Source: an optimization exercise on an open RTL-to-GDS flow (aim: small area and a short achievable clock period). Production flows keep margins and buffers that such runs may drop. Where RTL was checked, it was by simulation tests only, not by an equivalence proof against the original. The RTL of runs 2 to 5 was laid out without a check of its function. In every run shown here, the design's own scripts or RTL, not TritonCTS, make the clock network. The clock input has no modelled driver; a real chip could not lean on it and would need a root buffer or a full tree. Power figures rest on the tool's default switching activity, not on a simulated workload.

`flow/standard.sh`:
```
#!/bin/bash
# synth_recipe.tcl (not shown) runs the flow's synth.tcl, then flattens the netlist and writes it again
# the make line also repeats each setting of config.mk as NAME=value (left out here)
make -C /OpenROAD-flow-scripts/flow DESIGN_CONFIG=/design/flow/config.mk WORK_HOME=/design/flow/orfs CLKGATE_MAP_FILE= SYNTH_SCRIPT=/design/flow/synth_recipe.tcl "${@:-finish}"
```
`flow/flow/clk_tree.tcl`:
```
# Output port buffers set to $OUTBUF (if given).
# Clock tree: one $CLKBUF between the clock port and every register clock pin,
# placed at the centre of the registers, then legalised.
set plat $::env(FLOW_HOME)/platforms/$::env(FLOW_PLATFORM)
read_liberty $plat/lib/sky130_fd_sc_hd__tt_025C_1v80.lib
read_db $::env(RES)/3_place.odb
read_sdc $::env(RES)/3_place.sdc
set block [ord::get_db_block]
set clknet [$block findNet clk]
set master [[ord::get_db] findMaster $::env(CLKBUF)]
if {[info exists ::env(OUTBUF)]} {
  set ob [[ord::get_db] findMaster $::env(OUTBUF)]
  foreach bt [$block getBTerms] {
    if {[$bt getIoType] ne "OUTPUT"} continue
    set drv [[$bt getNet] getFirstOutput]
    if {$drv ne "NULL"} { [$drv getInst] swapMaster $ob; puts "output buffer [[$drv getInst] getName] -> $::env(OUTBUF)" }
  }
}
set buf [odb::dbInst_create $block $master clkbuf_root]
set leaf [odb::dbNet_create $block clknet_root]
$leaf setSigType CLOCK
$clknet setSigType CLOCK
set sx 0; set sy 0; set n 0
foreach it [$clknet getITerms] {
  set inst [$it getInst]
  set loc [$inst getLocation]
  set sx [expr {$sx + [lindex $loc 0]}]; set sy [expr {$sy + [lindex $loc 1]}]; incr n
  set mt [$it getMTerm]
  $it disconnect
  $it connect $leaf
}
puts "moved $n clock sinks to clknet_root"
[$buf findITerm A] connect $clknet
[$buf findITerm X] connect $leaf
$buf setLocation [expr {$sx / $n}] [expr {$sy / $n}]
$buf setPlacementStatus PLACED
global_connect
set_propagated_clock [all_clocks]
detailed_placement
check_placement -verbose
source $plat/setRC.tcl
estimate_parasitics -placement
report_clock_skew
report_checks -path_delay min_max
write_db $::env(RES)/4_1_cts.odb
write_sdc -no_timestamp $::env(RES)/4_cts.sdc
```
`flow/flow/run.sh`:
```
#!/bin/bash
# Standard ORFS layout (the standard.sh) with these changes:
#  - port buffers are buf_1 (input) and buf_2 (output) instead of the delay cell
#    buffer_ports picks by default;
#  - before floorplanning, combinational cells that synthesis upsized are put back
#    to drive 1 (downsize.tcl); timing repair may upsize them again;
#  - clock tree synthesis is replaced by one buf_12 between the clock port and all
#    22 register clock pins (clk_tree.tcl), so every register sees the same clock.
# Each tool's output goes to its own log file here.
set -e
export BUFFER_PORTS_ARGS="-buffer_cell sky130_fd_sc_hd__buf_1"
export PRE_FLOORPLAN_TCL=$(pwd)/flow/downsize.tcl
bash standard.sh place > standard_place.log 2>&1
export RES=$(pwd)/orfs/results/$FLOW_PLATFORM/alu4_top/base
export CLKBUF=sky130_fd_sc_hd__buf_12
export OUTBUF=sky130_fd_sc_hd__buf_2
openroad -no_init -exit flow/clk_tree.tcl > clk_tree.log 2>&1
bash standard.sh > standard_finish.log 2>&1
```
`flow/design.v`:
```
module alu4_top (
  input  wire        clk,
  input  wire [13:0] i,
  output wire [7:0]  o
);
  reg  [13:0] a_q;
  reg  [7:0]  y_q;
  wire [7:0]  y_c;
  alu4 u_alu4 (
    .i_0_(a_q[0]),
    .i_1_(a_q[1]),
    .i_2_(a_q[2]),
    .i_3_(a_q[3]),
    .i_4_(a_q[4]),
    .i_5_(a_q[5]),
    .i_6_(a_q[6]),
    .i_7_(a_q[7]),
    .i_8_(a_q[8]),
    .i_9_(a_q[9]),
    .i_10_(a_q[10]),
    .i_11_(a_q[11]),
    .i_12_(a_q[12]),
    .i_13_(a_q[13]),
    .o_0_(y_c[0]),
    .o_1_(y_c[1]),
    .o_2_(y_c[2]),
    .o_3_(y_c[3]),
    .o_4_(y_c[4]),
    .o_5_(y_c[5]),
    .o_6_(y_c[6]),
    .o_7_(y_c[7])
  );
  always @(posedge clk) begin
    a_q <= i;
    y_q <= y_c;
  end
  assign o = y_q;
endmodule

module alu4 (
	i_9_, i_10_, i_7_, i_8_, i_5_, i_6_, i_3_, i_13_,
	i_4_, i_12_, i_1_, i_11_, i_2_, i_0_, o_1_, o_2_, o_0_, o_7_,
	o_5_, o_6_, o_3_, o_4_);
input i_9_;
input i_10_;
input i_7_;
input i_8_;
input i_5_;
input i_6_;
input i_3_;
input i_13_;
input i_4_;
input i_12_;
input i_1_;
input i_11_;
input i_2_;
input i_0_;
output o_1_;
output o_2_;
output o_0_;
output o_7_;
output o_5_;
output o_6_;
output o_3_;
output o_4_;
wire new_n23;
wire new_n24;
wire new_n25;
wire new_n26;
wire new_n27;
wire new_n28;
wire new_n29;
wire new_n30;
wire new_n31;
wire new_n33;
wire new_n34;
wire new_n35;
wire new_n36;
wire new_n37;
wire new_n38;
wire new_n39;
wire new_n40;
wire new_n41;
wire new_n42;
wire new_n43;
wire new_n44;
wire new_n45;
wire new_n46;
wire new_n48;
wire new_n50;
wire new_n51;
wire new_n52;
wire new_n53;
wire new_n54;
wire new_n55;
wire new_n56;
wire new_n57;
wire new_n58;
wire new_n59;
wire new_n60;
wire new_n62;
wire new_n63;
wire new_n64;
wire new_n66;
  g_inv g00 (.A(i_13_), .Y(new_n23));
  g_nand2 g01 (.A(new_n23), .B(i_4_), .Y(new_n24));
  g_inv g02 (.A(i_9_), .Y(new_n25));
  g_nand2 g03 (.A(new_n25), .B(i_8_), .Y(new_n26));
  g_o211ai g04 (.A1(i_10_), .A2(i_8_), .B1(i_3_), .C1(new_n26), .Y(new_n27));
  g_inv g05 (.A(i_11_), .Y(new_n28));
  g_a21oi g06 (.A1(i_8_), .A2(i_12_), .B1(i_3_), .Y(new_n29));
  g_o21ai g07 (.A1(i_8_), .A2(new_n28), .B1(new_n29), .Y(new_n30));
  g_nand2 g08 (.A(new_n27), .B(new_n30), .Y(new_n31));
  g_xnor2 g09 (.A(new_n24), .B(new_n31), .Y(o_1_));
  g_o21ai g10 (.A1(i_10_), .A2(i_7_), .B1(i_2_), .Y(new_n33));
  g_a21oi g11 (.A1(new_n25), .A2(i_7_), .B1(new_n33), .Y(new_n34));
  g_a21oi g12 (.A1(i_6_), .A2(i_12_), .B1(i_1_), .Y(new_n35));
  g_o21ai g13 (.A1(i_6_), .A2(new_n28), .B1(new_n35), .Y(new_n36));
  g_a21oi g14 (.A1(i_7_), .A2(i_12_), .B1(i_2_), .Y(new_n37));
  g_o21ai g15 (.A1(i_7_), .A2(new_n28), .B1(new_n37), .Y(new_n38));
  g_o211ai g16 (.A1(new_n30), .A2(new_n34), .B1(new_n36), .C1(new_n38), .Y(new_n39));
  g_o21ai g17 (.A1(i_10_), .A2(i_5_), .B1(i_0_), .Y(new_n40));
  g_a21oi g18 (.A1(new_n25), .A2(i_5_), .B1(new_n40), .Y(new_n41));
  g_o21ai g19 (.A1(i_10_), .A2(i_6_), .B1(i_1_), .Y(new_n42));
  g_a21oi g20 (.A1(new_n25), .A2(i_6_), .B1(new_n42), .Y(new_n43));
  g_nor2 g21 (.A(new_n41), .B(new_n43), .Y(new_n44));
  g_a21oi g22 (.A1(i_5_), .A2(i_12_), .B1(i_0_), .Y(new_n45));
  g_o21ai g23 (.A1(i_5_), .A2(new_n28), .B1(new_n45), .Y(new_n46));
  g_a21boi g24 (.A1(new_n39), .A2(new_n44), .B1_N(new_n46), .Y(o_2_));
  g_inv g25 (.A(new_n34), .Y(new_n48));
  g_nand3 g26 (.A(new_n44), .B(new_n27), .C(new_n48), .Y(o_0_));
  g_inv g27 (.A(new_n41), .Y(new_n50));
  g_nand2 g28 (.A(new_n50), .B(new_n46), .Y(new_n51));
  g_nand2 g29 (.A(new_n27), .B(i_4_), .Y(new_n52));
  g_nand3 g30 (.A(new_n52), .B(new_n30), .C(new_n38), .Y(new_n53));
  g_nor2 g31 (.A(new_n34), .B(new_n43), .Y(new_n54));
  g_inv g32 (.A(new_n36), .Y(new_n55));
  g_a21oi g33 (.A1(new_n53), .A2(new_n54), .B1(new_n55), .Y(new_n56));
  g_nor2 g34 (.A(i_13_), .B(new_n56), .Y(new_n57));
  g_nor2 g35 (.A(new_n51), .B(new_n57), .Y(new_n58));
  g_nor2 g36 (.A(new_n43), .B(new_n55), .Y(new_n59));
  g_nand3 g37 (.A(new_n53), .B(new_n23), .C(new_n48), .Y(new_n60));
  g_xor2 g38 (.A(new_n59), .B(new_n60), .X(o_5_));
  g_nand2 g39 (.A(new_n57), .B(new_n51), .Y(new_n62));
  g_nand2 g40 (.A(new_n48), .B(new_n38), .Y(new_n63));
  g_a21oi g41 (.A1(new_n52), .A2(new_n30), .B1(i_13_), .Y(new_n64));
  g_xor2 g42 (.A(new_n63), .B(new_n64), .X(o_6_));
  g_nand4 g43 (.A(o_5_), .B(o_1_), .C(new_n62), .D(o_6_), .Y(new_n66));
  g_nor2 g44 (.A(new_n58), .B(new_n66), .Y(o_7_));
  g_o21ai g45 (.A1(new_n41), .A2(new_n56), .B1(new_n46), .Y(o_3_));
  g_and2b g46 (.A_N(new_n58), .B(new_n62), .X(o_4_));
endmodule
module g_a21boi (A1, A2, B1_N, Y);
  input A1;
  input A2;
  input B1_N;
  output Y;
  assign Y = (~A1&B1_N) | (~A2&B1_N);
endmodule
module g_a21oi (A1, A2, B1, Y);
  input A1;
  input A2;
  input B1;
  output Y;
  assign Y = (~A1&~B1) | (~A2&~B1);
endmodule
module g_and2b (A_N, B, X);
  input A_N;
  input B;
  output X;
  assign X = (~A_N&B);
endmodule
module g_inv (A, Y);
  input A;
  output Y;
  assign Y = (~A);
endmodule
module g_nand2 (A, B, Y);
  input A;
  input B;
  output Y;
  assign Y = (~A) | (~B);
endmodule
module g_nand3 (A, B, C, Y);
  input A;
  input B;
  input C;
  output Y;
  assign Y = (~A) | (~B) | (~C);
endmodule
module g_nand4 (A, B, C, D, Y);
  input A;
  input B;
  input C;
  input D;
  output Y;
  assign Y = (~A) | (~B) | (~C) | (~D);
endmodule
module g_nor2 (A, B, Y);
  input A;
  input B;
  output Y;
  assign Y = (~A&~B);
endmodule
module g_o211ai (A1, A2, B1, C1, Y);
  input A1;
  input A2;
  input B1;
  input C1;
  output Y;
  assign Y = (~A1&~A2) | (~B1) | (~C1);
endmodule
module g_o21ai (A1, A2, B1, Y);
  input A1;
  input A2;
  input B1;
  output Y;
  assign Y = (~A1&~A2) | (~B1);
endmodule
module g_xnor2 (A, B, Y);
  input A;
  input B;
  output Y;
  assign Y = (~A&~B) | (A&B);
endmodule
module g_xor2 (A, B, X);
  input A;
  input B;
  output X;
  assign X = (A&~B) | (~A&B);
endmodule
```
`flow/flow/downsize.tcl`:
```
# Before floorplanning: put every combinational cell that synthesis upsized
# back to its drive-1 variant (timing repair later upsizes where it must).
set n 0
foreach inst [[ord::get_db_block] getInsts] {
  set m [[$inst getMaster] getName]
  if {[regexp {^(sky130_fd_sc_hd__[a-z0-9]+)_([0-9]+)$} $m -> base drive] && $drive > 1 && ![string match *df* $base]} {
    set small [[ord::get_db] findMaster ${base}_1]
    if {$small ne "NULL"} {
      $inst swapMaster $small
      incr n
    }
  }
}
puts "downsize: $n cells set to drive 1"
```
`flow/config.mk`:
```
export PLATFORM = sky130hd
export DESIGN_NAME = alu4_top
export DESIGN_NICKNAME = alu4_top
export VERILOG_FILES = /design/flow/design.v
export SDC_FILE = /design/flow/constraint.sdc
export NUM_CORES = 4
export LEC_CHECK = 0
export CAP_MARGIN = 20
export CORE_AREA = 2 2 61 61
export DIE_AREA = 0 0 63 63
export SLEW_MARGIN = 20
export SYNTH_HIERARCHICAL = 1
export SYNTH_MINIMUM_KEEP_SIZE = 0
```
`flow/constraint.sdc`:
```
create_clock -name core_clock -period 5.0 [get_ports {clk}]
set_input_delay 1.0000 -clock core_clock [delete_from_list [all_inputs] [get_ports {clk}]]
set_output_delay 1.0000 -clock core_clock [all_outputs]
set_load 0.01 [all_outputs]
```
==> flow_metrics.env, run 1 <==
export IMPL_status="timing/DRC/antenna clean"
export IMPL_grt_pass1_vias=480
export IMPL_multi_input_area_um2=210
export IMPL_cp_cell_sequence="buf_2"
export IMPL_start_kind="flop"
export IMPL_clkTransAtPathRegs_ns=0.08
export IMPL_drt_met1_wl_um=554
export IMPL_path_depth=1
export IMPL_p_total_mw=0.308
export IMPL_whs_path_depth=2
export IMPL_grt_antenna_before_repair=0
export IMPL_yosys_warnings=7
export IMPL_endpoint_kind="primary output"
export IMPL_drv_cap=0
export IMPL_drive_above_1_share_pct=9.78
export IMPL_period_needed_ns=1.55
export IMPL_rr_worst_depth=8
export IMPL_cp_max_fo=1
export IMPL_cp_num_buf_inv=1
export IMPL_met3_length_um=118
export IMPL_io_buffer_count=22
export IMPL_grt_usage_pct=6.09
export IMPL_worstMarginPinSlew_ns=0.316
export IMPL_netlist_instances=69
export IMPL_setup_ws_ns=3.45
export IMPL_critical_path_endpoint="o[0]"
export IMPL_slew_viol_final=0
export IMPL_antennaDiodeCount=0
export IMPL_io_pins=23
export IMPL_die_area_um2=3970
export IMPL_arrival_ns=0.55
export IMPL_die_h_um=63
export IMPL_reg2reg_slack_ns=3.54
export IMPL_finalSetupViolCount=0
export IMPL_hold_violations=0
export IMPL_dr_wl_met2_um=447
export IMPL_timing_rr_start="a_q[11]"
export IMPL_final_cells=138
export IMPL_p_per_area_nw_per_um2=365
export IMPL_max_freq_mhz=644
export IMPL_worstSkewPairLatency_ns=0.12
export IMPL_total_leakage_power_nw=0.354
export IMPL_required_ns=4.00
export IMPL_clock_skew_final_ns=0.00116
export IMPL_fin_nets=109
export IMPL_routed_wl_um=1140
export IMPL_n_fill_cell=378
export IMPL_drc=0
export IMPL_hpwl_um=978
export IMPL_avgViaCountPerCell=3.64
export IMPL_dp_slack_ns=3.56
export IMPL_synthesis_nets=84
export IMPL_first_pass_iters=3
export IMPL_vias=502
export IMPL_finalCritPeriodShare_pct=31.1
export IMPL_fin_util_pct=25.3
export IMPL_crit_start="y_q[0]"
export IMPL_fp_dieW_um=63
export IMPL_rsz0062_at_grt="false"
export IMPL_regArea_um2=440
export IMPL_crit_family="flip-flops"
export IMPL_grt_pass1_wl_um=2080
export IMPL_highest_layer="met4"
export IMPL_placed_cells=137
export IMPL_cpPeakStageDelay_ns=0.32
export IMPL_slowest_stage="dfxtp_1"
export IMPL_timing_rr_end="y_q[7]"
export IMPL_ir_worst_vdd_v=0.000160
export IMPL_gp_congestion=0.770
export IMPL_core_area_um2=3340
export IMPL_slew_headroom_pct=78.8
export IMPL_overflow=0
export IMPL_hold_path_class="flop to flop"
export IMPL_grt_max_degree=23
export IMPL_routedWlPerCell_um=8.25
export IMPL_initial_core_util_pct=20.2
export IMPL_core_rowCount=21
export IMPL_ant_nets=0
export IMPL_initialDrtViolationCount=5
export IMPL_worst_setup_path_type="flop to primary output"
export IMPL_setup_tns_ns=0
how the worst min path moves through the flow:
stage | startpoint | slack (ns) | endpoint
global route | a_q[4] | 0.53 | y_q[1]
finish | a_q[4] | 0.50 | y_q[1]
floorplan | a_q[4] | 0.47 | y_q[1]
global placement | a_q[4] | 0.50 | y_q[1]
detailed placement | a_q[4] | 0.49 | y_q[1]
metal layers:
metal | vias up | track usage, %
met2 | 19 | 10.1
li1 | 279 | -
met3 | 2 | 1.08
met5 | - | 0
met1 | 202 | 8.42
met4 | 0 | 0.833
cell type report:
class	count	area share (%)
inverters	6	2.67
well taps	46	6.82
multi-input cells	41	24.9
repair buffers	22	11.0
flip-flops and latches	22	52.2
plain buffers	1	2.37
cell usage in the layout, fill, tap and decap left out:
cell       n
o211ai_1   2
nor2_1     6
nand3_1    3
xor2_1     2
inv_1      6
nand2_1    7
a21boi_1   1
dfxtp_1   22
buf_2      8
nor2b_1    1
xnor2_1    1
buf_12     1
buf_1     14
o21ai_1    8
nand4_1    1
a21oi_1    9
stage by stage:
| step | instance area, µm² | hold WS, ns |
|---|---|---|
| floorplan | 673 | 0.470 |
| global placement | 813 | 0.498 |
| detailed placement | 813 | 0.495 |
| global route | 843 | 0.535 |
| finish | 843 | 0.503 |
power by group:
group | internal (mW) | switching, mW
Sequential | 0.191 | 0.00579
Clock | 0.0325 | 0.0379
Combinational | 0.0178 | 0.0233
registers in the layout (all words and copies together) (netlist names):
name,flops
y_q,8
a_q,14
tightest hold or removal path, cell delays in order (launching register included):
cell and delay (ns):
dfxtp_1 0.31, nand2_1 0.06, xnor2_1 0.07
==> run 2, diff against run 1 <==
==> flow/design.v (replaced) <==
module alu4_top (
  input  wire        clk,
  input  wire [13:0] i,
  output wire [7:0]  o
);
  reg  [13:0] a_q;
  reg  [7:0]  y_q;
  wire [7:0]  y_c;
  alu4 u_alu4 (
    .i_0_(a_q[0]),
    .i_1_(a_q[1]),
    .i_2_(a_q[2]),
    .i_3_(a_q[3]),
    .i_4_(a_q[4]),
    .i_5_(a_q[5]),
    .i_6_(a_q[6]),
    .i_7_(a_q[7]),
    .i_8_(a_q[8]),
    .i_9_(a_q[9]),
    .i_10_(a_q[10]),
    .i_11_(a_q[11]),
    .i_12_(a_q[12]),
    .i_13_(a_q[13]),
    .o_0_(y_c[0]),
    .o_1_(y_c[1]),
    .o_2_(y_c[2]),
    .o_3_(y_c[3]),
    .o_4_(y_c[4]),
    .o_5_(y_c[5]),
    .o_6_(y_c[6]),
    .o_7_(y_c[7])
  );
  always @(posedge clk) begin
    a_q <= i;
    y_q <= y_c;
  end
  assign o = y_q;
endmodule

module alu4 (
	i_9_, i_10_, i_7_, i_8_, i_5_, i_6_, i_3_, i_13_,
	i_4_, i_12_, i_1_, i_11_, i_2_, i_0_, o_1_, o_2_, o_0_, o_7_,
	o_5_, o_6_, o_3_, o_4_);
input i_9_;
input i_10_;
input i_7_;
input i_8_;
input i_5_;
input i_6_;
input i_3_;
input i_13_;
input i_4_;
input i_12_;
input i_1_;
input i_11_;
input i_2_;
input i_0_;
output o_1_;
output o_2_;
output o_0_;
output o_7_;
output o_5_;
output o_6_;
output o_3_;
output o_4_;
wire new_n23;
wire new_n24;
wire new_n25;
wire new_n26;
wire new_n27;
wire new_n28;
wire new_n29;
wire new_n30;
wire new_n31;
wire new_n33;
wire new_n34;
wire new_n35;
wire new_n36;
wire new_n37;
wire new_n38;
wire new_n39;
wire new_n40;
wire new_n41;
wire new_n42;
wire new_n43;
wire new_n45;
wire new_n46;
wire new_n47;
wire new_n48;
wire new_n49;
wire new_n50;
wire new_n51;
wire new_n53;
wire new_n54;
wire new_n55;
wire new_n56;
wire new_n57;
wire new_n58;
wire new_n59;
wire new_n60;
wire new_n61;
wire new_n63;
wire new_n64;
wire new_n66;
  g_inv g00 (.A(i_13_), .Y(new_n23));
  g_nand2 g01 (.A(new_n23), .B(i_4_), .Y(new_n24));
  g_inv g02 (.A(i_9_), .Y(new_n25));
  g_nand2 g03 (.A(new_n25), .B(i_8_), .Y(new_n26));
  g_o211ai g04 (.A1(i_10_), .A2(i_8_), .B1(i_3_), .C1(new_n26), .Y(new_n27));
  g_inv g05 (.A(i_11_), .Y(new_n28));
  g_a21oi g06 (.A1(i_8_), .A2(i_12_), .B1(i_3_), .Y(new_n29));
  g_o21ai g07 (.A1(i_8_), .A2(new_n28), .B1(new_n29), .Y(new_n30));
  g_nand2 g08 (.A(new_n27), .B(new_n30), .Y(new_n31));
  g_xnor2 g09 (.A(new_n24), .B(new_n31), .Y(o_1_));
  g_a21oi g10 (.A1(i_5_), .A2(i_12_), .B1(i_0_), .Y(new_n33));
  g_o21a g11 (.A1(i_5_), .A2(new_n28), .B1(new_n33), .X(new_n34));
  g_or2 g12 (.A(i_10_), .B(i_7_), .X(new_n35));
  g_nand2 g13 (.A(new_n35), .B(i_2_), .Y(new_n36));
  g_a21oi g14 (.A1(new_n25), .A2(i_7_), .B1(new_n36), .Y(new_n37));
  g_inv g15 (.A(new_n37), .Y(new_n38));
  g_o21ai g16 (.A1(i_10_), .A2(i_6_), .B1(i_1_), .Y(new_n39));
  g_a21oi g17 (.A1(new_n25), .A2(i_6_), .B1(new_n39), .Y(new_n40));
  g_o21ai g18 (.A1(i_10_), .A2(i_5_), .B1(i_0_), .Y(new_n41));
  g_a21oi g19 (.A1(new_n25), .A2(i_5_), .B1(new_n41), .Y(new_n42));
  g_nor2 g20 (.A(new_n40), .B(new_n42), .Y(new_n43));
  g_nand3 g21 (.A(new_n38), .B(new_n27), .C(new_n43), .Y(o_0_));
  g_a21oi g22 (.A1(i_7_), .A2(i_12_), .B1(i_2_), .Y(new_n45));
  g_o21ai g23 (.A1(i_7_), .A2(new_n28), .B1(new_n45), .Y(new_n46));
  g_inv g24 (.A(new_n46), .Y(new_n47));
  g_nor2 g25 (.A(i_6_), .B(new_n28), .Y(new_n48));
  g_a211oi g26 (.A1(i_6_), .A2(i_12_), .B1(i_1_), .C1(new_n48), .Y(new_n49));
  g_o21ai g27 (.A1(new_n47), .A2(new_n49), .B1(new_n43), .Y(new_n50));
  g_o21ai g28 (.A1(new_n30), .A2(o_0_), .B1(new_n50), .Y(new_n51));
  g_nor2 g29 (.A(new_n34), .B(new_n51), .Y(o_2_));
  g_nor2 g30 (.A(new_n40), .B(new_n37), .Y(new_n53));
  g_nand2 g31 (.A(new_n27), .B(i_4_), .Y(new_n54));
  g_nand3 g32 (.A(new_n54), .B(new_n30), .C(new_n46), .Y(new_n55));
  g_a21oi g33 (.A1(new_n53), .A2(new_n55), .B1(new_n49), .Y(new_n56));
  g_nor2 g34 (.A(new_n42), .B(new_n34), .Y(new_n57));
  g_o21a g35 (.A1(i_13_), .A2(new_n56), .B1(new_n57), .X(new_n58));
  g_nor3 g36 (.A(i_13_), .B(new_n57), .C(new_n56), .Y(new_n59));
  g_nor2 g37 (.A(new_n40), .B(new_n49), .Y(new_n60));
  g_nand3 g38 (.A(new_n38), .B(new_n55), .C(new_n23), .Y(new_n61));
  g_xor2 g39 (.A(new_n60), .B(new_n61), .X(o_5_));
  g_nor2 g40 (.A(new_n47), .B(new_n37), .Y(new_n63));
  g_a21oi g41 (.A1(new_n54), .A2(new_n30), .B1(i_13_), .Y(new_n64));
  g_xnor2 g42 (.A(new_n63), .B(new_n64), .Y(o_6_));
  g_nand3 g43 (.A(o_5_), .B(o_6_), .C(o_1_), .Y(new_n66));
  g_nor3 g44 (.A(new_n58), .B(new_n59), .C(new_n66), .Y(o_7_));
  g_o21bai g45 (.A1(new_n42), .A2(new_n56), .B1_N(new_n34), .Y(o_3_));
  g_nor2 g46 (.A(new_n59), .B(new_n58), .Y(o_4_));
endmodule
module g_a211oi (A1, A2, B1, C1, Y);
  input A1;
  input A2;
  input B1;
  input C1;
  output Y;
  assign Y = (~A1&~B1&~C1) | (~A2&~B1&~C1);
endmodule
module g_a21oi (A1, A2, B1, Y);
  input A1;
  input A2;
  input B1;
  output Y;
  assign Y = (~A1&~B1) | (~A2&~B1);
endmodule
module g_inv (A, Y);
  input A;
  output Y;
  assign Y = (~A);
endmodule
module g_nand2 (A, B, Y);
  input A;
  input B;
  output Y;
  assign Y = (~A) | (~B);
endmodule
module g_nand3 (A, B, C, Y);
  input A;
  input B;
  input C;
  output Y;
  assign Y = (~A) | (~B) | (~C);
endmodule
module g_nor2 (A, B, Y);
  input A;
  input B;
  output Y;
  assign Y = (~A&~B);
endmodule
module g_nor3 (A, B, C, Y);
  input A;
  input B;
  input C;
  output Y;
  assign Y = (~A&~B&~C);
endmodule
module g_o211ai (A1, A2, B1, C1, Y);
  input A1;
  input A2;
  input B1;
  input C1;
  output Y;
  assign Y = (~A1&~A2) | (~B1) | (~C1);
endmodule
module g_o21a (A1, A2, B1, X);
  input A1;
  input A2;
  input B1;
  output X;
  assign X = (A1&B1) | (A2&B1);
endmodule
module g_o21ai (A1, A2, B1, Y);
  input A1;
  input A2;
  input B1;
  output Y;
  assign Y = (~A1&~A2) | (~B1);
endmodule
module g_o21bai (A1, A2, B1_N, Y);
  input A1;
  input A2;
  input B1_N;
  output Y;
  assign Y = (~A1&~A2) | (B1_N);
endmodule
module g_or2 (A, B, X);
  input A;
  input B;
  output X;
  assign X = (A) | (B);
endmodule
module g_xnor2 (A, B, Y);
  input A;
  input B;
  output Y;
  assign Y = (~A&~B) | (A&B);
endmodule
module g_xor2 (A, B, X);
  input A;
  input B;
  output X;
  assign X = (A&~B) | (~A&B);
endmodule
--- a/flow/config.mk
+++ b/flow/config.mk
@@ -6,8 +6,8 @@
 export NUM_CORES = 4
 export LEC_CHECK = 0
 export CAP_MARGIN = 20
-export CORE_AREA = 2 2 61 61
-export DIE_AREA = 0 0 63 63
+export CORE_MARGIN = 2
+export CORE_UTILIZATION = 50
 export SLEW_MARGIN = 20
 export SYNTH_HIERARCHICAL = 1
 export SYNTH_MINIMUM_KEEP_SIZE = 0
==> run 2 against run 1 <==
Compared with the run above: global-route usage increased by 8.0 points; routed wire length decreased by 7.8%; sequential power about the same; clock power increased by 3.3%; critical path depth unchanged; sequential share of layout area increased by 2.2 points; power increased by 0.96%; clock skew about the same; first-iteration DRC count decreased by 40%; die area decreased by 58%; worst setup slack improved by 0.0047 ns; critical path type unchanged.
==> flow_metrics.env, run 2 <==
export IMPL_synthesis_nets=84
export IMPL_routedWlPerCell_um=9.80
export IMPL_cp_cell_sequence="buf_2"
export IMPL_fp_dieW_um=40.8
export IMPL_die_area_um2=1670
export IMPL_endpoint_kind="primary output"
export IMPL_rr_worst_depth=7
export IMPL_n_fill_cell=114
export IMPL_cpPeakStageDelay_ns=0.31
export IMPL_hold_ws_ns=0.509
export IMPL_vias=497
export IMPL_max_freq_mhz=646
export IMPL_hold_path_class="flop to flop"
export IMPL_grt_usage_pct=14.1
export IMPL_grt_pass1_vias=407
export IMPL_ant_nets=0
export IMPL_grt_pass1_wl_um=1660
export IMPL_timing_rr_end="y_q[7]"
export IMPL_gp_congestion=0.756
export IMPL_slew_viol_final=0
export IMPL_antennaDiodeCount=0
export IMPL_finalCritPeriodShare_pct=31.0
export IMPL_initial_core_util_pct=52.8
export IMPL_required_ns=4.00
export IMPL_final_cells=107
export IMPL_slew_headroom_pct=75.7
export IMPL_crit_start="y_q[0]"
export IMPL_worst_setup_path_type="flop to primary output"
export IMPL_worstMarginPinSlew_ns=0.362
export IMPL_die_h_um=40.8
export IMPL_slowest_stage="dfxtp_1"
export IMPL_hold_violations=0
export IMPL_grt_antenna_before_repair=0
export IMPL_registers_top_by_ff_count="a_q"
export IMPL_grt_max_degree=23
export IMPL_io_pins=23
export IMPL_most_common_layout_cells="dfxtp_1 (22), buf_1 (14), a21oi_1 (8), nor2_1 (8), buf_2 (8)"
export IMPL_timing_rr_start="a_q[10]"
export IMPL_critical_path_endpoint="o[0]"
export IMPL_worstSkewPairLatency_ns=0.12
export IMPL_core_rowCount=13
export IMPL_p_total_mw=0.311
export IMPL_ir_worst_vdd_v=0.000280
export IMPL_setup_tns_ns=0
export IMPL_multi_input_area_um2=219
export IMPL_overflow=0
export IMPL_regArea_um2=440
export IMPL_clock_skew_final_ns=0.000977
export IMPL_routed_wl_um=1050
export IMPL_placed_cells=106
export IMPL_hpwl_um=854
export IMPL_drc=0
export IMPL_initialDrtViolationCount=3
export IMPL_drive_above_1_share_pct=9.78
export IMPL_yosys_warnings=7
export IMPL_io_buffer_count=22
export IMPL_status="timing/DRC/antenna clean"
export IMPL_p_per_area_nw_per_um2=384
export IMPL_core_area_um2=1280
export IMPL_largest_register_ffs=14
export IMPL_top_regs="a_q: 14 flops, y_q: 8 flops"
export IMPL_start_kind="flop"
export IMPL_reg2reg_slack_ns=3.55
export IMPL_rsz0062_at_grt="false"
export IMPL_whs_path_depth=2
export IMPL_total_leakage_power_nw=0.347
export IMPL_arrival_ns=0.55
export IMPL_crit_family="flip-flops"
export IMPL_first_pass_iters=4
export IMPL_final_common_cell="dfxtp_1"
export IMPL_cp_num_buf_inv=1
export IMPL_period_needed_ns=1.55
export IMPL_avgViaCountPerCell=4.64
export IMPL_clkTransAtPathRegs_ns=0.08
export IMPL_fin_util_pct=63.0
export IMPL_netlist_instances=69
export IMPL_path_depth=1
export IMPL_cp_max_fo=1
export IMPL_finalSetupViolCount=0
export IMPL_drv_cap=0
export IMPL_fin_nets=109
run 2: worst min path at each step:
stage	startpoint	endpoint	slack (ns)
after floorplan	a_q[4]	y_q[1]	0.47
after global placement	a_q[4]	y_q[1]	0.50
after detailed placement	a_q[4]	y_q[1]	0.50
after global routing	a_q[4]	y_q[1]	0.52
final	a_q[4]	y_q[1]	0.51
run 2: stage by stage:
stage	setup slack (ns)	area, µm²
detailed placement	3.57	779
global route	3.34	810
finish	3.45	810
floorplan	3.67	678
global placement	3.57	779
run 2: final cells by class:
type / instances / share of cell area [%]
inverters: 5 / 2.32
flip-flops and latches: 22 / 54.4
plain buffers: 1 / 2.47
well taps: 15 / 2.32
repair buffers: 22 / 11.4
multi-input cells: 42 / 27.0
run 2: report_power, final:
| group | leakage (nW) | switching, mW | internal (mW) |
|---|---|---|---|
| combinational | 0.152 | 0.0229 | 0.0186 |
| sequential | 0.185 | 0.00594 | 0.191 |
| clock | 0.00940 | 0.0402 | 0.0325 |
run 2: layer usage:
metal | GRT usage (%) | vias up | share of wire (%)
met4 | 1.67 | 0 | 1.3
li1 | - | 278 | -
met3 | 1.09 | 2 | 6.0
met5 | 0 | - | 0
met1 | 18.3 | 200 | 44
met2 | 25.8 | 17 | 48
==> run 3, diff against run 2 <==
--- a/flow/config.mk
+++ b/flow/config.mk
@@ -6,8 +6,8 @@
 export NUM_CORES = 4
 export LEC_CHECK = 0
 export CAP_MARGIN = 20
-export CORE_MARGIN = 2
-export CORE_UTILIZATION = 50
+export CORE_AREA = 2 2 61 61
+export DIE_AREA = 0 0 63 63
 export SLEW_MARGIN = 20
 export SYNTH_HIERARCHICAL = 1
 export SYNTH_MINIMUM_KEEP_SIZE = 0
==> run 3 against run 2 <==
Compared with the run above: flip-flop and latch count stayed put; still clean; global-route usage is 8.8 points lower; power is 0.22% higher; highest routed layer is now met3; clock skew is 0.00092 ns higher; sequential power hardly changed; combinational power is 3% higher; fmax is 0.11% lower; critical path type unchanged; routed wire length is 9.9% higher; utilization is 38 points lower; critical path depth stayed put; register-to-register slack worse by 0.02 ns.
==> flow_metrics.env, run 3 <==
export IMPL_grt_pass1_vias=463
export IMPL_timing_rr_end="y_q[7]"
export IMPL_hpwl_um=958
export IMPL_timing_rr_start="a_q[10]"
export IMPL_fp_dieW_um=63
export IMPL_critical_path_endpoint="o[4]"
export IMPL_path_depth=1
export IMPL_first_pass_iters=4
export IMPL_total_leakage_power_nw=0.347
export IMPL_status="timing/DRC/antenna clean"
export IMPL_start_kind="flop"
export IMPL_finalCritPeriodShare_pct=31.0
export IMPL_final_cell_area_um2=848
export IMPL_core_area_um2=3340
export IMPL_final_common_cell="dfxtp_1"
export IMPL_hold_ws_ns=0.506
export IMPL_fin_nets=109
export IMPL_antennaDiodeCount=0
export IMPL_routedWlPerCell_um=8.36
export IMPL_slowest_stage="dfxtp_1"
export IMPL_grt_antenna_before_repair=0
export IMPL_initial_core_util_pct=20.3
export IMPL_period_needed_ns=1.55
export IMPL_netlist_instances=69
export IMPL_gp_congestion=0.793
export IMPL_reg2reg_slack_ns=3.53
export IMPL_routed_wl_um=1150
export IMPL_clock_skew_final_ns=0.00190
export IMPL_endpoint_kind="primary output"
export IMPL_die_h_um=63
export IMPL_drv_cap=0
export IMPL_grt_pass1_wl_um=1870
export IMPL_finalSetupViolCount=0
export IMPL_required_ns=4.00
export IMPL_crit_family="flip-flops"
export IMPL_avgViaCountPerCell=3.63
export IMPL_fin_util_pct=25.4
export IMPL_hold_violations=0
export IMPL_grt_max_degree=23
export IMPL_placed_cells=137
export IMPL_final_cells=138
export IMPL_hold_path_class="flop to flop"
export IMPL_regArea_um2=440
export IMPL_setup_tns_ns=0
export IMPL_worstSkewPairLatency_ns=0.12
export IMPL_clkTransAtPathRegs_ns=0.08
export IMPL_die_area_um2=3970
export IMPL_arrival_ns=0.55
export IMPL_worst_setup_path_type="flop to primary output"
export IMPL_slew_headroom_pct=73.9
export IMPL_drive_above_1_share_pct=9.78
export IMPL_io_pins=23
export IMPL_drc=0
export IMPL_core_rowCount=21
export IMPL_crit_start="y_q[4]"
export IMPL_worstMarginPinSlew_ns=0.389
export IMPL_cpPeakStageDelay_ns=0.31
export IMPL_initialDrtViolationCount=11
export IMPL_vias=501
export IMPL_slew_viol_final=0
export IMPL_postPlaceCellArea_um2=818
export IMPL_cp_cell_sequence="buf_2"
export IMPL_largest_register_ffs=14
export IMPL_yosys_warnings=7
export IMPL_max_freq_mhz=645
export IMPL_top_regs="a_q: 14 flops, y_q: 8 flops"
export IMPL_rsz0062_at_grt="false"
export IMPL_ant_nets=0
export IMPL_cp_num_buf_inv=1
export IMPL_ir_worst_vdd_v=0.000162
export IMPL_multi_input_area_um2=219
export IMPL_p_per_area_nw_per_um2=367
export IMPL_io_buffer_count=22
export IMPL_dp_slack_ns=3.55
export IMPL_synthesis_nets=84
export IMPL_n_fill_cell=378
export IMPL_overflow=0
export IMPL_p_total_mw=0.311
export IMPL_setup_ws_ns=3.45
export IMPL_most_common_layout_cells="dfxtp_1 (22), buf_1 (14), a21oi_1 (8), nor2_1 (8), buf_2 (8)"
export IMPL_cp_max_fo=1
export IMPL_grt_usage_pct=5.37
export IMPL_rr_worst_depth=8
export IMPL_registers_top_by_ff_count="a_q"
==> run 3: how the worst min path moves through the flow <==
stage	startpoint	end	slack, ns	depth (start not counted)
finish	a_q[4]	y_q[1]	0.51	2
global route	a_q[4]	y_q[1]	0.56	2
detailed placement	a_q[4]	y_q[1]	0.50	2
global placement	a_q[4]	y_q[1]	0.50	2
floorplan	a_q[4]	y_q[1]	0.47	2
==> run 3: report_power, final <==
part / leakage, nW / switching (mW) / internal (mW)
clock: 0.00940 / 0.0398 / 0.0325
combinational: 0.152 / 0.0241 / 0.0187
sequential: 0.185 / 0.00581 / 0.191
total: 0.347 / 0.0697 / 0.242
==> run 3: routing by layer <==
metal  routed length [µm]  part of all wire, %  global-route usage [%]  vias to the layer above
met1                  572                   50                    7.63                      202
li1                     -                    -                       -                      278
met2                  480                   42                    9.04                       21
met5                    0                    0                       0                        -
met3                  100                  8.7                   0.721                        0
met4                    0                    0                   0.278                        0
==> run 3: final cells by class <==
type | count | area share [%]
multi-input combinational | 42 | 25.8
inverter | 5 | 2.21
buffer | 1 | 2.36
timing repair buffer | 22 | 10.9
tap | 46 | 6.78
sequential | 22 | 51.9
==> run 4, diff against run 3 <==
==> flow/design.v (replaced) <==
module alu4_top (
  input  wire        clk,
  input  wire [13:0] i,
  output wire [7:0]  o
);
  reg  [13:0] a_q;
  reg  [7:0]  y_q;
  wire [7:0]  y_c;
  alu4 u_alu4 (
    .i_0_(a_q[0]),
    .i_1_(a_q[1]),
    .i_2_(a_q[2]),
    .i_3_(a_q[3]),
    .i_4_(a_q[4]),
    .i_5_(a_q[5]),
    .i_6_(a_q[6]),
    .i_7_(a_q[7]),
    .i_8_(a_q[8]),
    .i_9_(a_q[9]),
    .i_10_(a_q[10]),
    .i_11_(a_q[11]),
    .i_12_(a_q[12]),
    .i_13_(a_q[13]),
    .o_0_(y_c[0]),
    .o_1_(y_c[1]),
    .o_2_(y_c[2]),
    .o_3_(y_c[3]),
    .o_4_(y_c[4]),
    .o_5_(y_c[5]),
    .o_6_(y_c[6]),
    .o_7_(y_c[7])
  );
  always @(posedge clk) begin
    a_q <= i;
    y_q <= y_c;
  end
  assign o = y_q;
endmodule

module alu4 (
	i_9_, i_10_, i_7_, i_8_, i_5_, i_6_, i_3_, i_13_,
	i_4_, i_12_, i_1_, i_11_, i_2_, i_0_, o_1_, o_2_, o_0_, o_7_,
	o_5_, o_6_, o_3_, o_4_);
input i_9_;
input i_10_;
input i_7_;
input i_8_;
input i_5_;
input i_6_;
input i_3_;
input i_13_;
input i_4_;
input i_12_;
input i_1_;
input i_11_;
input i_2_;
input i_0_;
output o_1_;
output o_2_;
output o_0_;
output o_7_;
output o_5_;
output o_6_;
output o_3_;
output o_4_;
wire new_n23;
wire new_n24;
wire new_n25;
wire new_n26;
wire new_n27;
wire new_n28;
wire new_n29;
wire new_n30;
wire new_n31;
wire new_n33;
wire new_n34;
wire new_n35;
wire new_n36;
wire new_n37;
wire new_n38;
wire new_n39;
wire new_n40;
wire new_n41;
wire new_n42;
wire new_n43;
wire new_n44;
wire new_n45;
wire new_n46;
wire new_n47;
wire new_n49;
wire new_n51;
wire new_n52;
wire new_n53;
wire new_n54;
wire new_n55;
wire new_n56;
wire new_n57;
wire new_n58;
wire new_n60;
wire new_n61;
wire new_n62;
wire new_n64;
  g_inv g00 (.A(i_4_), .Y(new_n23));
  g_nor2 g01 (.A(i_13_), .B(new_n23), .Y(new_n24));
  g_inv g02 (.A(i_9_), .Y(new_n25));
  g_nand2 g03 (.A(new_n25), .B(i_8_), .Y(new_n26));
  g_o211ai g04 (.A1(i_10_), .A2(i_8_), .B1(i_3_), .C1(new_n26), .Y(new_n27));
  g_inv g05 (.A(i_11_), .Y(new_n28));
  g_a21oi g06 (.A1(i_8_), .A2(i_12_), .B1(i_3_), .Y(new_n29));
  g_o21ai g07 (.A1(i_8_), .A2(new_n28), .B1(new_n29), .Y(new_n30));
  g_nand2 g08 (.A(new_n27), .B(new_n30), .Y(new_n31));
  g_xor2 g09 (.A(new_n24), .B(new_n31), .X(o_1_));
  g_o21ai g10 (.A1(i_10_), .A2(i_7_), .B1(i_2_), .Y(new_n33));
  g_a21oi g11 (.A1(new_n25), .A2(i_7_), .B1(new_n33), .Y(new_n34));
  g_a21oi g12 (.A1(i_6_), .A2(i_12_), .B1(i_1_), .Y(new_n35));
  g_o21ai g13 (.A1(i_6_), .A2(new_n28), .B1(new_n35), .Y(new_n36));
  g_a21oi g14 (.A1(i_7_), .A2(i_12_), .B1(i_2_), .Y(new_n37));
  g_o21ai g15 (.A1(i_7_), .A2(new_n28), .B1(new_n37), .Y(new_n38));
  g_o211ai g16 (.A1(new_n30), .A2(new_n34), .B1(new_n36), .C1(new_n38), .Y(new_n39));
  g_o21ai g17 (.A1(i_10_), .A2(i_6_), .B1(i_1_), .Y(new_n40));
  g_a21oi g18 (.A1(new_n25), .A2(i_6_), .B1(new_n40), .Y(new_n41));
  g_inv g19 (.A(new_n41), .Y(new_n42));
  g_o21ai g20 (.A1(i_10_), .A2(i_5_), .B1(i_0_), .Y(new_n43));
  g_a21oi g21 (.A1(new_n25), .A2(i_5_), .B1(new_n43), .Y(new_n44));
  g_inv g22 (.A(new_n44), .Y(new_n45));
  g_nor2 g23 (.A(i_5_), .B(new_n28), .Y(new_n46));
  g_a211oi g24 (.A1(i_5_), .A2(i_12_), .B1(i_0_), .C1(new_n46), .Y(new_n47));
  g_a31oi g25 (.A1(new_n39), .A2(new_n42), .A3(new_n45), .B1(new_n47), .Y(o_2_));
  g_nor2 g26 (.A(new_n34), .B(new_n41), .Y(new_n49));
  g_nand3 g27 (.A(new_n49), .B(new_n27), .C(new_n45), .Y(o_0_));
  g_nand2 g28 (.A(new_n27), .B(i_4_), .Y(new_n51));
  g_nand3 g29 (.A(new_n51), .B(new_n30), .C(new_n38), .Y(new_n52));
  g_a21boi g30 (.A1(new_n52), .A2(new_n49), .B1_N(new_n36), .Y(new_n53));
  g_or4 g31 (.A(i_13_), .B(new_n47), .C(new_n44), .D(new_n53), .X(new_n54));
  g_o22ai g32 (.A1(new_n47), .A2(new_n44), .B1(i_13_), .B2(new_n53), .Y(new_n55));
  g_nand2 g33 (.A(new_n42), .B(new_n36), .Y(new_n56));
  g_nor2 g34 (.A(i_13_), .B(new_n34), .Y(new_n57));
  g_nand2 g35 (.A(new_n52), .B(new_n57), .Y(new_n58));
  g_xnor2 g36 (.A(new_n56), .B(new_n58), .Y(o_5_));
  g_inv g37 (.A(new_n34), .Y(new_n60));
  g_nand2 g38 (.A(new_n60), .B(new_n38), .Y(new_n61));
  g_a21oi g39 (.A1(new_n51), .A2(new_n30), .B1(i_13_), .Y(new_n62));
  g_xor2 g40 (.A(new_n61), .B(new_n62), .X(o_6_));
  g_nand3 g41 (.A(o_5_), .B(o_1_), .C(o_6_), .Y(new_n64));
  g_a21oi g42 (.A1(new_n54), .A2(new_n55), .B1(new_n64), .Y(o_7_));
  g_o21bai g43 (.A1(new_n44), .A2(new_n53), .B1_N(new_n47), .Y(o_3_));
  g_nand2 g44 (.A(new_n54), .B(new_n55), .Y(o_4_));
endmodule
module g_a211oi (A1, A2, B1, C1, Y);
  input A1;
  input A2;
  input B1;
  input C1;
  output Y;
  assign Y = (~A1&~B1&~C1) | (~A2&~B1&~C1);
endmodule
module g_a21boi (A1, A2, B1_N, Y);
  input A1;
  input A2;
  input B1_N;
  output Y;
  assign Y = (~A1&B1_N) | (~A2&B1_N);
endmodule
module g_a21oi (A1, A2, B1, Y);
  input A1;
  input A2;
  input B1;
  output Y;
  assign Y = (~A1&~B1) | (~A2&~B1);
endmodule
module g_a31oi (A1, A2, A3, B1, Y);
  input A1;
  input A2;
  input A3;
  input B1;
  output Y;
  assign Y = (~A1&~B1) | (~A2&~B1) | (~A3&~B1);
endmodule
module g_inv (A, Y);
  input A;
  output Y;
  assign Y = (~A);
endmodule
module g_nand2 (A, B, Y);
  input A;
  input B;
  output Y;
  assign Y = (~A) | (~B);
endmodule
module g_nand3 (A, B, C, Y);
  input A;
  input B;
  input C;
  output Y;
  assign Y = (~A) | (~B) | (~C);
endmodule
module g_nor2 (A, B, Y);
  input A;
  input B;
  output Y;
  assign Y = (~A&~B);
endmodule
module g_o211ai (A1, A2, B1, C1, Y);
  input A1;
  input A2;
  input B1;
  input C1;
  output Y;
  assign Y = (~A1&~A2) | (~B1) | (~C1);
endmodule
module g_o21ai (A1, A2, B1, Y);
  input A1;
  input A2;
  input B1;
  output Y;
  assign Y = (~A1&~A2) | (~B1);
endmodule
module g_o21bai (A1, A2, B1_N, Y);
  input A1;
  input A2;
  input B1_N;
  output Y;
  assign Y = (~A1&~A2) | (B1_N);
endmodule
module g_o22ai (A1, A2, B1, B2, Y);
  input A1;
  input A2;
  input B1;
  input B2;
  output Y;
  assign Y = (~B1&~B2) | (~A1&~A2);
endmodule
module g_or4 (A, B, C, D, X);
  input A;
  input B;
  input C;
  input D;
  output X;
  assign X = (A) | (B) | (C) | (D);
endmodule
module g_xnor2 (A, B, Y);
  input A;
  input B;
  output Y;
  assign Y = (~A&~B) | (A&B);
endmodule
module g_xor2 (A, B, X);
  input A;
  input B;
  output X;
  assign X = (A&~B) | (~A&B);
endmodule
==> run 4 against run 3 <==
Compared with the run above: sequential share of layout area up 0.31 points; clock power decreased by 1%; die area did not move; utilization shrank 0.15 points; critical endpoint is now y_q[7]; highest routed layer unchanged.
==> flow_metrics.env, run 4 <==
export IMPL_netlist_instances=67
export IMPL_endpoint_kind="flop"
export IMPL_finalCritPeriodShare_pct=32.7
export IMPL_worstMarginPinSlew_ns=0.403
export IMPL_vias=493
export IMPL_antennaDiodeCount=0
export IMPL_rsz0062_at_grt="false"
export IMPL_clockPowerShare_pct=23.2
export IMPL_grt_pass1_wl_um=1880
export IMPL_routed_wl_um=1130
export IMPL_min_delay_start="a_q[3]"
export IMPL_most_common_layout_cells="dfxtp_1 (22), buf_1 (14), a21oi_1 (8), buf_2 (8), nand2_1 (7)"
export IMPL_grt_pass1_vias=458
export IMPL_clock_skew_final_ns=0.00394
export IMPL_setup_tns_ns=0
export IMPL_ant_nets=0
export IMPL_p_total_mw=0.309
export IMPL_cp_num_buf_inv=1
export IMPL_total_leakage_power_nw=0.352
export IMPL_slew_headroom_pct=73.0
export IMPL_io_buffer_count=22
export IMPL_path_common_cell="nand2_1"
export IMPL_io_pins=23
export IMPL_whs_path_depth=2
export IMPL_avgViaCountPerCell=3.63
export IMPL_grt_max_degree=23
export IMPL_cp_cell_sequence="inv_1 -> nand2_1 -> o211ai_1 -> nand2_1 -> nand3_1 -> a21boi_1 -> or4_1 -> a21oi_1"
export IMPL_worst_setup_path_type="flop to flop"
export IMPL_finalSetupViolCount=0
export IMPL_final_common_cell="dfxtp_1"
export IMPL_grt_antenna_before_repair=0
export IMPL_p_int_mw=0.241
export IMPL_cp_max_fo=4
export IMPL_switching_power_mw=0.0678
export IMPL_switching_share_pct=22.0
export IMPL_worstSkewPairLatency_ns=0.12
export IMPL_registers_top_by_ff_count="a_q"
export IMPL_p_per_area_nw_per_um2=366
export IMPL_period_needed_ns=1.63
export IMPL_hold_violations=0
export IMPL_holdPathEnd="y_q[0]"
export IMPL_routedWlPerCell_um=8.27
export IMPL_fp_dieW_um=63
export IMPL_slew_viol_final=0
export IMPL_top_regs="a_q: 14 flops, y_q: 8 flops"
export IMPL_timing_rr_start="a_q[9]"
export IMPL_ir_worst_vdd_v=0.000162
export IMPL_largest_register_ffs=14
export IMPL_core_rowCount=21
export IMPL_drv_cap=0
export IMPL_slowest_stage="or4_1"
export IMPL_die_h_um=63
export IMPL_crit_family="simple AND/OR/NAND/NOR gates"
export IMPL_required_ns=5.06
export IMPL_initial_core_util_pct=20.2
export IMPL_die_area_um2=3970
export IMPL_reg2reg_slack_ns=3.37
export IMPL_hold_path_class="flop to flop"
export IMPL_cpPeakStageDelay_ns=0.49
export IMPL_drive_above_1_share_pct=10.0
export IMPL_initialDrtViolationCount=10
export IMPL_arrival_ns=1.69
export IMPL_hpwl_um=949
export IMPL_yosys_warnings=7
export IMPL_rr_worst_depth=8
export IMPL_overflow=0
export IMPL_pwr_share_comb_pct=13.2
export IMPL_status="timing/DRC/antenna clean"
export IMPL_synthesis_nets=82
export IMPL_clkTransAtPathRegs_ns=0.08
export IMPL_start_kind="flop"
export IMPL_max_freq_mhz=612
export IMPL_timing_rr_end="y_q[7]"
export IMPL_fin_nets=107
export IMPL_gp_congestion=0.884
export IMPL_core_area_um2=3340
export IMPL_drc=0
export IMPL_p_seq_share_pct=63.7
export IMPL_first_pass_iters=4
export IMPL_n_fill_cell=379
export IMPL_grt_usage_pct=5.45
==> run 4: cell type report <==
| class | instances | area (µm²) | area share (%) |
|---|---|---|---|
| tap | 46 | 57.6 | 6.82 |
| inverter | 6 | 22.5 | 2.67 |
| timing repair buffer | 22 | 92.6 | 11.0 |
| multi-input combinational | 39 | 210 | 24.9 |
| sequential | 22 | 440 | 52.2 |
| buffer | 1 | 20.0 | 2.37 |
==> run 4: worst max-delay path by stage <==
| stage | from | to | slack (ns) | depth (start not counted) |
|---|---|---|---|---|
| floorplan | a_q[8] | y_q[7] | 3.52 | 6 |
| global placement | a_q[8] | y_q[7] | 3.46 | 6 |
| detailed placement | a_q[9] | y_q[7] | 3.39 | 8 |
| global route | a_q[9] | y_q[7] | 3.25 | 8 |
| finish | a_q[9] | y_q[7] | 3.37 | 8 |
==> run 4: through the flow <==
stage	cells	setup WS, ns	hold WS (ns)	util (%)	instance area [µm²]
after detailed placement	135	3.39	0.580	24.4	813
after global routing	136	3.25	0.613	25.3	843
after global placement	135	3.46	0.580	24.4	813
final	136	3.37	0.592	25.3	843
after floorplan	67	3.52	0.514	-	673
==> run 4: power by group through the flow <==
stage	sequential (mW)	clock, mW	combinational (mW)
5_1_grt	0.198	0.0815	0.0457
3_3_place_gp	0.201	0	0.0379
3_5_place_dp	0.201	0	0.0386
2_1_floorplan	0.205	0	0.0198
6_report	0.196	0.0715	0.0406
==> run 4: metal layers <==
layer / up-vias / global-route usage, % / part of all wire (%)
met5: - / 0 / 0
li1: 276 / - / -
met4: 0 / 0.278 / 0
met3: 0 / 0.901 / 9.1
met1: 190 / 7.96 / 51
met2: 27 / 8.78 / 40
==> run 4: tightest hold or removal path, cell delays in order, from the launching register on <==
cell	delay (ns)
dfxtp_1	0.32
o211ai_1	0.12
nand3_1	0.10
==> run 5, diff against run 4 <==
==> flow/design.v (replaced) <==
module alu4_top (
  input  wire        clk,
  input  wire [13:0] i,
  output wire [7:0]  o
);
  reg  [13:0] a_q;
  reg  [7:0]  y_q;
  wire [7:0]  y_c;
  alu4 u_alu4 (
    .i_0_(a_q[0]),
    .i_1_(a_q[1]),
    .i_2_(a_q[2]),
    .i_3_(a_q[3]),
    .i_4_(a_q[4]),
    .i_5_(a_q[5]),
    .i_6_(a_q[6]),
    .i_7_(a_q[7]),
    .i_8_(a_q[8]),
    .i_9_(a_q[9]),
    .i_10_(a_q[10]),
    .i_11_(a_q[11]),
    .i_12_(a_q[12]),
    .i_13_(a_q[13]),
    .o_0_(y_c[0]),
    .o_1_(y_c[1]),
    .o_2_(y_c[2]),
    .o_3_(y_c[3]),
    .o_4_(y_c[4]),
    .o_5_(y_c[5]),
    .o_6_(y_c[6]),
    .o_7_(y_c[7])
  );
  always @(posedge clk) begin
    a_q <= i;
    y_q <= y_c;
  end
  assign o = y_q;
endmodule

module alu4 (
	i_9_, i_10_, i_7_, i_8_, i_5_, i_6_, i_3_, i_13_,
	i_4_, i_12_, i_1_, i_11_, i_2_, i_0_, o_1_, o_2_, o_0_, o_7_,
	o_5_, o_6_, o_3_, o_4_);
input i_9_;
input i_10_;
input i_7_;
input i_8_;
input i_5_;
input i_6_;
input i_3_;
input i_13_;
input i_4_;
input i_12_;
input i_1_;
input i_11_;
input i_2_;
input i_0_;
output o_1_;
output o_2_;
output o_0_;
output o_7_;
output o_5_;
output o_6_;
output o_3_;
output o_4_;
wire new_n23;
wire new_n24;
wire new_n25;
wire new_n26;
wire new_n27;
wire new_n28;
wire new_n29;
wire new_n30;
wire new_n31;
wire new_n33;
wire new_n34;
wire new_n35;
wire new_n36;
wire new_n37;
wire new_n38;
wire new_n39;
wire new_n40;
wire new_n41;
wire new_n42;
wire new_n43;
wire new_n44;
wire new_n45;
wire new_n46;
wire new_n48;
wire new_n50;
wire new_n51;
wire new_n52;
wire new_n53;
wire new_n54;
wire new_n55;
wire new_n56;
wire new_n57;
wire new_n58;
wire new_n59;
wire new_n60;
wire new_n62;
wire new_n63;
wire new_n65;
wire new_n67;
  g_inv g00 (.A(i_13_), .Y(new_n23));
  g_nand2 g01 (.A(new_n23), .B(i_4_), .Y(new_n24));
  g_inv g02 (.A(i_9_), .Y(new_n25));
  g_nand2 g03 (.A(new_n25), .B(i_8_), .Y(new_n26));
  g_o211ai g04 (.A1(i_10_), .A2(i_8_), .B1(i_3_), .C1(new_n26), .Y(new_n27));
  g_inv g05 (.A(i_11_), .Y(new_n28));
  g_a21oi g06 (.A1(i_8_), .A2(i_12_), .B1(i_3_), .Y(new_n29));
  g_o21ai g07 (.A1(i_8_), .A2(new_n28), .B1(new_n29), .Y(new_n30));
  g_nand2 g08 (.A(new_n27), .B(new_n30), .Y(new_n31));
  g_xnor2 g09 (.A(new_n24), .B(new_n31), .Y(o_1_));
  g_o21ai g10 (.A1(i_10_), .A2(i_7_), .B1(i_2_), .Y(new_n33));
  g_a21oi g11 (.A1(new_n25), .A2(i_7_), .B1(new_n33), .Y(new_n34));
  g_a21oi g12 (.A1(i_6_), .A2(i_12_), .B1(i_1_), .Y(new_n35));
  g_o21ai g13 (.A1(i_6_), .A2(new_n28), .B1(new_n35), .Y(new_n36));
  g_a21oi g14 (.A1(i_7_), .A2(i_12_), .B1(i_2_), .Y(new_n37));
  g_o21ai g15 (.A1(i_7_), .A2(new_n28), .B1(new_n37), .Y(new_n38));
  g_o211ai g16 (.A1(new_n30), .A2(new_n34), .B1(new_n36), .C1(new_n38), .Y(new_n39));
  g_o21ai g17 (.A1(i_10_), .A2(i_6_), .B1(i_1_), .Y(new_n40));
  g_a21oi g18 (.A1(new_n25), .A2(i_6_), .B1(new_n40), .Y(new_n41));
  g_o21ai g19 (.A1(i_10_), .A2(i_5_), .B1(i_0_), .Y(new_n42));
  g_a21oi g20 (.A1(new_n25), .A2(i_5_), .B1(new_n42), .Y(new_n43));
  g_nor2 g21 (.A(new_n41), .B(new_n43), .Y(new_n44));
  g_nor2 g22 (.A(i_5_), .B(new_n28), .Y(new_n45));
  g_a211oi g23 (.A1(i_5_), .A2(i_12_), .B1(i_0_), .C1(new_n45), .Y(new_n46));
  g_a21oi g24 (.A1(new_n39), .A2(new_n44), .B1(new_n46), .Y(o_2_));
  g_inv g25 (.A(new_n34), .Y(new_n48));
  g_nand3 g26 (.A(new_n44), .B(new_n27), .C(new_n48), .Y(o_0_));
  g_nand2 g27 (.A(new_n27), .B(i_4_), .Y(new_n50));
  g_nand3 g28 (.A(new_n50), .B(new_n30), .C(new_n38), .Y(new_n51));
  g_inv g29 (.A(new_n41), .Y(new_n52));
  g_nand3 g30 (.A(new_n51), .B(new_n48), .C(new_n52), .Y(new_n53));
  g_nand2 g31 (.A(new_n53), .B(new_n36), .Y(new_n54));
  g_nand2 g32 (.A(new_n54), .B(new_n23), .Y(new_n55));
  g_nor2 g33 (.A(new_n43), .B(new_n46), .Y(new_n56));
  g_and2 g34 (.A(new_n55), .B(new_n56), .X(new_n57));
  g_nor2 g35 (.A(new_n56), .B(new_n55), .Y(new_n58));
  g_nand2 g36 (.A(new_n52), .B(new_n36), .Y(new_n59));
  g_nand3 g37 (.A(new_n51), .B(new_n23), .C(new_n48), .Y(new_n60));
  g_xnor2 g38 (.A(new_n59), .B(new_n60), .Y(o_5_));
  g_nand2 g39 (.A(new_n48), .B(new_n38), .Y(new_n62));
  g_a21oi g40 (.A1(new_n50), .A2(new_n30), .B1(i_13_), .Y(new_n63));
  g_xor2 g41 (.A(new_n62), .B(new_n63), .X(o_6_));
  g_nand3 g42 (.A(o_5_), .B(o_1_), .C(o_6_), .Y(new_n65));
  g_nor3 g43 (.A(new_n57), .B(new_n58), .C(new_n65), .Y(o_7_));
  g_inv g44 (.A(new_n43), .Y(new_n67));
  g_a21o g45 (.A1(new_n54), .A2(new_n67), .B1(new_n46), .X(o_3_));
  g_nor2 g46 (.A(new_n58), .B(new_n57), .Y(o_4_));
endmodule
module g_a211oi (A1, A2, B1, C1, Y);
  input A1;
  input A2;
  input B1;
  input C1;
  output Y;
  assign Y = (~A1&~B1&~C1) | (~A2&~B1&~C1);
endmodule
module g_a21o (A1, A2, B1, X);
  input A1;
  input A2;
  input B1;
  output X;
  assign X = (A1&A2) | (B1);
endmodule
module g_a21oi (A1, A2, B1, Y);
  input A1;
  input A2;
  input B1;
  output Y;
  assign Y = (~A1&~B1) | (~A2&~B1);
endmodule
module g_and2 (A, B, X);
  input A;
  input B;
  output X;
  assign X = (A&B);
endmodule
module g_inv (A, Y);
  input A;
  output Y;
  assign Y = (~A);
endmodule
module g_nand2 (A, B, Y);
  input A;
  input B;
  output Y;
  assign Y = (~A) | (~B);
endmodule
module g_nand3 (A, B, C, Y);
  input A;
  input B;
  input C;
  output Y;
  assign Y = (~A) | (~B) | (~C);
endmodule
module g_nor2 (A, B, Y);
  input A;
  input B;
  output Y;
  assign Y = (~A&~B);
endmodule
module g_nor3 (A, B, C, Y);
  input A;
  input B;
  input C;
  output Y;
  assign Y = (~A&~B&~C);
endmodule
module g_o211ai (A1, A2, B1, C1, Y);
  input A1;
  input A2;
  input B1;
  input C1;
  output Y;
  assign Y = (~A1&~A2) | (~B1) | (~C1);
endmodule
module g_o21ai (A1, A2, B1, Y);
  input A1;
  input A2;
  input B1;
  output Y;
  assign Y = (~A1&~A2) | (~B1);
endmodule
module g_xnor2 (A, B, Y);
  input A;
  input B;
  output Y;
  assign Y = (~A&~B) | (A&B);
endmodule
module g_xor2 (A, B, X);
  input A;
  input B;
  output X;
  assign X = (A&~B) | (~A&B);
endmodule
==> run 5 against run 4 <==
Compared with the run above: routed wire length shrank 0.44%; worst setup slack gained 0.082 ns; via count increased by 0.61%; cell count increased by 1.5%; synthesized cell count up 3.0%; global-route usage grew 0.34 points; power barely moved.
==> flow_metrics.env, run 5 <==
export IMPL_initialDrtViolationCount=7
export IMPL_vias=496
export IMPL_core_rowCount=21
export IMPL_routedWlPerCell_um=8.12
export IMPL_fp_dieW_um=63
export IMPL_cp_cell_sequence="buf_2"
export IMPL_grt_max_degree=23
export IMPL_final_cells=138
export IMPL_gp_congestion=0.838
export IMPL_slew_viol_final=0
export IMPL_cp_max_fo=1
export IMPL_met2_usage_pct=10.9
export IMPL_yosys_warnings=7
export IMPL_hold_violations=0
export IMPL_core_area_um2=3340
export IMPL_rsz0062_at_grt="false"
export IMPL_registers_top_by_ff_count="a_q"
export IMPL_ir_worst_vdd_v=0.000157
export IMPL_cp_num_buf_inv=1
export IMPL_die_h_um=63
export IMPL_hold_ws_ns=0.509
export IMPL_netlist_instances=69
export IMPL_first_pass_iters=4
export IMPL_finalCritPeriodShare_pct=31.0
export IMPL_slew_headroom_pct=75.9
export IMPL_required_ns=4.00
export IMPL_clock_skew_final_ns=0.00114
export IMPL_hpwl_um=934
export IMPL_largest_register_ffs=14
export IMPL_setup_tns_ns=0
export IMPL_max_freq_mhz=644
export IMPL_placed_cells=137
export IMPL_initial_core_util_pct=20.2
export IMPL_crit_family="flip-flops"
export IMPL_endpoint_kind="primary output"
export IMPL_status="timing/DRC/antenna clean"
export IMPL_grt_pass1_wl_um=1930
export IMPL_worstSkewPairLatency_ns=0.12
export IMPL_grt_usage_pct=5.79
export IMPL_slowest_stage="dfxtp_1"
export IMPL_drc=0
export IMPL_avgViaCountPerCell=3.59
export IMPL_start_kind="flop"
export IMPL_p_per_area_nw_per_um2=365
export IMPL_cpPeakStageDelay_ns=0.32
export IMPL_use_met3_pct=0.721
export IMPL_io_buffer_count=22
export IMPL_fin_nets=109
export IMPL_most_common_layout_cells="dfxtp_1 (22), buf_1 (14), nand2_1 (8), a21oi_1 (8), buf_2 (8)"
export IMPL_io_pins=23
export IMPL_worst_setup_path_type="flop to primary output"
export IMPL_worstMarginPinSlew_ns=0.359
export IMPL_period_needed_ns=1.55
export IMPL_grt_most_used_layer="met2"
export IMPL_drive_above_1_share_pct=9.78
export IMPL_fin_util_pct=25.3
export IMPL_met1_usage_pct=7.41
export IMPL_final_common_cell="dfxtp_1"
export IMPL_synthesis_nets=84
export IMPL_grt_pass1_vias=466
export IMPL_total_leakage_power_nw=0.356
export IMPL_die_area_um2=3970
export IMPL_overflow=0
export IMPL_routed_wl_um=1120
export IMPL_grt_antenna_before_repair=0
export IMPL_finalSetupViolCount=0
export IMPL_hold_path_class="flop to flop"
export IMPL_drv_cap=0
export IMPL_top_regs="a_q: 14 flops, y_q: 8 flops"
export IMPL_antennaDiodeCount=0
export IMPL_arrival_ns=0.55
export IMPL_ant_nets=0
export IMPL_clkTransAtPathRegs_ns=0.08
run 5: stage by stage:
stage          total power, mW  area (µm²)  setup slack, ns
2_1_floorplan            0.226         674             3.67
3_3_place_gp             0.240         815             3.55
3_5_place_dp             0.240         815             3.55
5_1_grt                  0.328         845             3.31
6_report                 0.308         845             3.45
run 5: path summary, 6_finish.rpt:
check | startpoint | to | depth (start not counted) | slack (ns)
worst max-delay path | y_q[2] | o[2] | 1 | 3.45
worst min-delay path | a_q[4] | y_q[1] | 2 | 0.51
worst max register to register | a_q[10] | y_q[7] | 8 | 3.55
worst min register to register | a_q[4] | y_q[1] | 2 | 0.51
run 5: where the power goes:
| group | total, mW | internal (mW) | switching [mW] | leakage (nW) |
|---|---|---|---|---|
| Combinational | 0.0419 | 0.0184 | 0.0235 | 0.162 |
| Sequential | 0.196 | 0.191 | 0.00576 | 0.185 |
| Clock | 0.0701 | 0.0325 | 0.0376 | 0.00940 |
run 5: metal layers:
layer | vias up | routed length [µm]
met1 | 204 | 499
met2 | 16 | 531
met3 | 0 | 89
met5 | - | 0
met4 | 0 | 0
li1 | 276 | -
run 5: area by class of cell:
class / count / area [µm²]
inverters: 6 / 22.5
repair buffers: 22 / 92.6
well taps: 46 / 57.6
flip-flops and latches: 22 / 440
fillers: 386 / 2490
plain buffers: 1 / 20.0
multi-input cells: 41 / 211

-- port drivers added, routing unchanged --
The flow's constraints put no driver on any port. The routed layouts listed below were extracted and timed again, unchanged, in two steps. Step 1 (the two cells are an assumption about what drives the block):
set clk [get_ports {clk}]
set_driving_cell -lib_cell sky130_fd_sc_hd__clkbuf_16 $clk
set_driving_cell -lib_cell sky130_fd_sc_hd__buf_2 [delete_from_list [all_inputs] $clk]
Step 2, shift: input delay + t, output delay - t, t = (earliest + latest rising clock arrival at the registers) / 2. This alone moves slack from input paths to output paths. Three values: ideal, step 1, step 2; two values: the first two.
| run | shift t [ns] | setup slack, ns | worst setup path after step 2 | latest minus earliest clock arrival (ns) |
|---|---|---|---|---|
| run 1 | 0.148 | 3.447 / 3.414 / 3.539 | register to register | 0.001 / 0.002 |
| run 2 | 0.148 | 3.452 / 3.422 / 3.552 | register to register | 0.002 / 0.001 |
| run 3 | 0.145 | 3.450 / 3.423 / 3.527 | register to register | 0.003 / 0.003 |
| run 4 | 0.145 | 3.366 / 3.366 / 3.366 | register to register | 0.004 / 0.004 |
| run 5 | 0.142 | 3.448 / 3.420 / 3.551 | register to register | 0.002 / 0.001 |
After both steps every run listed still meets setup and hold.
